Source: an optimization exercise on an open RTL-to-GDS flow (aim: small area and a short achievable clock period). Production flows keep margins and buffers that such runs may drop.
At most, simulation tests tie the RTL to the original design; equivalence was not proved.
The flow treats the clock pin as an ideal source. Dropping or thinning the clock tree relies on that and would not hold on a real chip.
No activity file was given, so power comes from the tool's default toggle rates.

Design accumulator_sum, start of the top module:
module accumulator_sum (
    input  logic        clk,
    input  logic        rst,
    input  logic        start,
    input  logic        clear,
    input  logic [3:0]  data_in_a,
    input  logic [3:0]  data_in_b,
    output logic [3:0]  data_out,
    output logic        data_out_valid,
    output logic        result_complete,
    output logic        ready,
    output logic        response
);
Size: about 190 cells after synthesis, roughly 56 flip-flops, roughly 20 I/O pins.
==> module accumulator_sum, before the edit <==
module accumulator_sum (
    input  logic        clk,
    input  logic        rst,
    input  logic        start,
    input  logic        clear,
    input  logic [3:0]  data_in_a,
    input  logic [3:0]  data_in_b,
    output logic [3:0]  data_out,
    output logic        data_out_valid,
    output logic        result_complete,
    output logic        ready,
    output logic        response
);
    logic        s_q, r_q;
    logic [2:0]  c_q;
    logic        ready_q, valid_q, complete_q, resp_q;
    logic [31:0] acc_q;        
    logic [3:0]  hi_q;         
    logic [1:0]  cy_q;         
    logic        zq;           
    logic [3:0]  p_q, g_q;
    wire idle    = !s_q && !r_q;
    wire go      = idle && start;
    wire sum_go  = go && !clear;
    wire rd_go   = go && clear;
    wire s_last  = s_q && resp_q;                                    
    wire r_hi    = r_q && resp_q;                                    
    wire r_last  = r_q && valid_q && !resp_q && (c_q == 3'd6);       
    wire fold_last = idle && !ready_q;
    wire fold    = s_q || fold_last;
    wire en      = fold || r_q;
    wire cy_mid  = !r_q && !ready_q;
    wire [3:0] lo  = zq ? 4'd0 : acc_q[3:0];
    wire [3:0] fs  = lo ^ p_q;
    wire [4:0] fc  = {(g_q | (p_q & lo)), 1'b0};
    wire [5:0] nib = {2'b00, fs} + {1'b0, fc} + {4'b0000, (cy_mid ? cy_q : 2'b00)};
    always_ff @(posedge clk) begin
        if (r_q)
            p_q <= zq ? 4'd0 : (r_hi ? hi_q : acc_q[3:0]);
        else
            p_q <= data_in_a ^ data_in_b;
        g_q <= data_in_a & data_in_b;
    end
    always_ff @(posedge clk) begin
        if (go)
            c_q <= clear ? 3'd6 : 3'd0;
        else if (!resp_q)
            c_q <= c_q + 3'd1;
    end
    always_ff @(posedge clk) begin
        if (rst) begin
            s_q        <= 1'b0;
            r_q        <= 1'b0;
            ready_q    <= 1'b1;
            valid_q    <= 1'b0;
            complete_q <= 1'b0;
            resp_q     <= 1'b0;
        end else begin
            ready_q    <= idle || r_last;
            valid_q    <= r_q && !r_last;
            complete_q <= r_last;
            resp_q     <= !idle && (c_q == 3'd5);
            s_q        <= sum_go || (s_q && !s_last);
            r_q        <= rd_go || (r_q && !r_last);
        end
    end
    always_ff @(posedge clk) begin
        if (en)
            acc_q <= {nib[3:0], acc_q[31:4]};
    end
    always_ff @(posedge clk) begin
        cy_q <= fold ? nib[5:4] : 2'b00;
        if (fold_last && zq)
            hi_q <= 4'd0;
        else
            hi_q <= hi_q + {2'b00, (cy_mid ? 2'b00 : cy_q)};
    end
    always_ff @(posedge clk) begin
        if (rst || r_last)
            zq <= 1'b1;
        else if (fold_last)
            zq <= 1'b0;
    end
    assign data_out        = p_q;
    assign data_out_valid  = valid_q;
    assign result_complete = complete_q;
    assign ready           = ready_q;
    assign response        = resp_q;
endmodule
Settings: LEC_CHECK=0, CAP_MARGIN=20, CORE_MARGIN=2, CORE_UTILIZATION=40, SLEW_MARGIN=20; clock period 10.0 ns.
standard.sh (not shown) runs the stock make flow with config.mk's settings and CLKGATE_MAP_FILE= SYNTH_SCRIPT=/design/flow/synth_recipe.tcl, a recipe that flattens the netlist after the stock synthesis.
==> flow/flow/run.sh <==
#!/bin/bash
# Standard ORFS layout with a few settings changed:
#  - abc maps with an area script (flow/abc_area.script; ORFS's scripts are copied so that
#    only this one file differs), and no full/half-adder cells,
#  - small port buffers (buf_1 instead of the slow clkdlybuf4s50_1),
#  - repair_timing aims for extra setup margin (the clock is much slower than the logic),
#  - after CTS, one level of clock buffers drives all flip-flops (flow/cts_post.tcl).
set -euo pipefail
rm -rf orfs_scripts
cp -r "$FLOW_HOME/scripts" orfs_scripts
cp flow/abc_area.script orfs_scripts/abc_area.script
bash standard.sh \
  SCRIPTS_DIR=$PWD/orfs_scripts \
  ADDER_MAP_FILE= ABC_AREA=1 \
  "BUFFER_PORTS_ARGS=-buffer_cell sky130_fd_sc_hd__buf_1" \
  SETUP_SLACK_MARGIN=7.3 \
  "CTS_ARGS=-repair_clock_nets -dont_use_dummy_load" \
  POST_CTS_TCL=$PWD/flow/cts_post.tcl FLOW_CLKBUF=sky130_fd_sc_hd__clkbuf_8 FLOW_CLKGROUPS=4 \
  finish > standard_run.log 2>&1
Other scripts of this flow, unchanged in this note and not shown: flow/flow/abc_area.script, flow/flow/cts_post.tcl
Then changed:
--- a/flow/design.v
+++ b/flow/design.v
@@ -35,9 +35,9 @@
     wire [4:0] fc  = {(g_q | (p_q & lo)), 1'b0};
     wire [5:0] nib = {2'b00, fs} + {1'b0, fc} + {4'b0000, (cy_mid ? cy_q : 2'b00)};
     always_ff @(posedge clk) begin
         if (r_q)
-            p_q <= zq ? 4'd0 : (r_hi ? hi_q : acc_q[3:0]);
+            p_q <= r_hi ? hi_q : lo;
         else
             p_q <= data_in_a ^ data_in_b;
         g_q <= data_in_a & data_in_b;
     end
@@ -68,19 +68,23 @@
         if (en)
             acc_q <= {nib[3:0], acc_q[31:4]};
     end
     always_ff @(posedge clk) begin
-        cy_q <= fold ? nib[5:4] : 2'b00;
-        if (fold_last && zq)
+        if (rst) begin
+            cy_q <= 2'b00;
             hi_q <= 4'd0;
-        else
-            hi_q <= hi_q + {2'b00, (cy_mid ? 2'b00 : cy_q)};
-    end
-    always_ff @(posedge clk) begin
-        if (rst || r_last)
-            zq <= 1'b1;
-        else if (fold_last)
-            zq <= 1'b0;
+            zq   <= 1'b1;
+        end else begin
+            cy_q <= fold ? nib[5:4] : 2'b00;
+            if (r_last)
+                hi_q <= 4'd0;
+            else
+                hi_q <= hi_q + {2'b00, (cy_mid ? 2'b00 : cy_q)};
+            if (r_last)
+                zq <= 1'b1;
+            else if (fold_last)
+                zq <= 1'b0;
+        end
     end
     assign data_out        = p_q;
     assign data_out_valid  = valid_q;
     assign result_complete = complete_q;
After rerunning: Global-route usage is about the same; total power went down by 5.2%; sequential share of layout area is higher by 0.32 points; register-to-register slack loses 0.05 ns; cell area fell by 0.68%; maximum frequency barely changes.
Only the layout flow was run in the first run of this note; the RTL was not checked for function there. No run of this note takes its clock network from TritonCTS; it comes from the design's own scripts or RTL.

[static timing again, ports no longer ideal]
How much do the figures lean on ideal ports? The routed layouts below were timed once more, with nothing changed but the port constraints. Step 1: set_driving_cell puts a clkbuf_16 on clk and a buf_2 on each other input, an assumption about the parent block. Step 2, shift: input delay + t, output delay - t, t = (earliest + latest rising clock arrival at the registers) / 2. This alone moves slack from input paths to output paths. Three values: ideal, step 1, step 2; two values: the first two.
run	shift t [ns]	setup WS [ns]	clock arrival spread, ns
the first run	0.198	7.385 / 7.337 / 7.219	0.007 / 0.007
the second run	0.196	7.384 / 7.331 / 7.225	0.005 / 0.006
After both steps setup and hold are still met in every run listed. The setup slack of the first run, which loses most, moves by -0.048 ns with the drivers and by -0.166 ns with both steps.
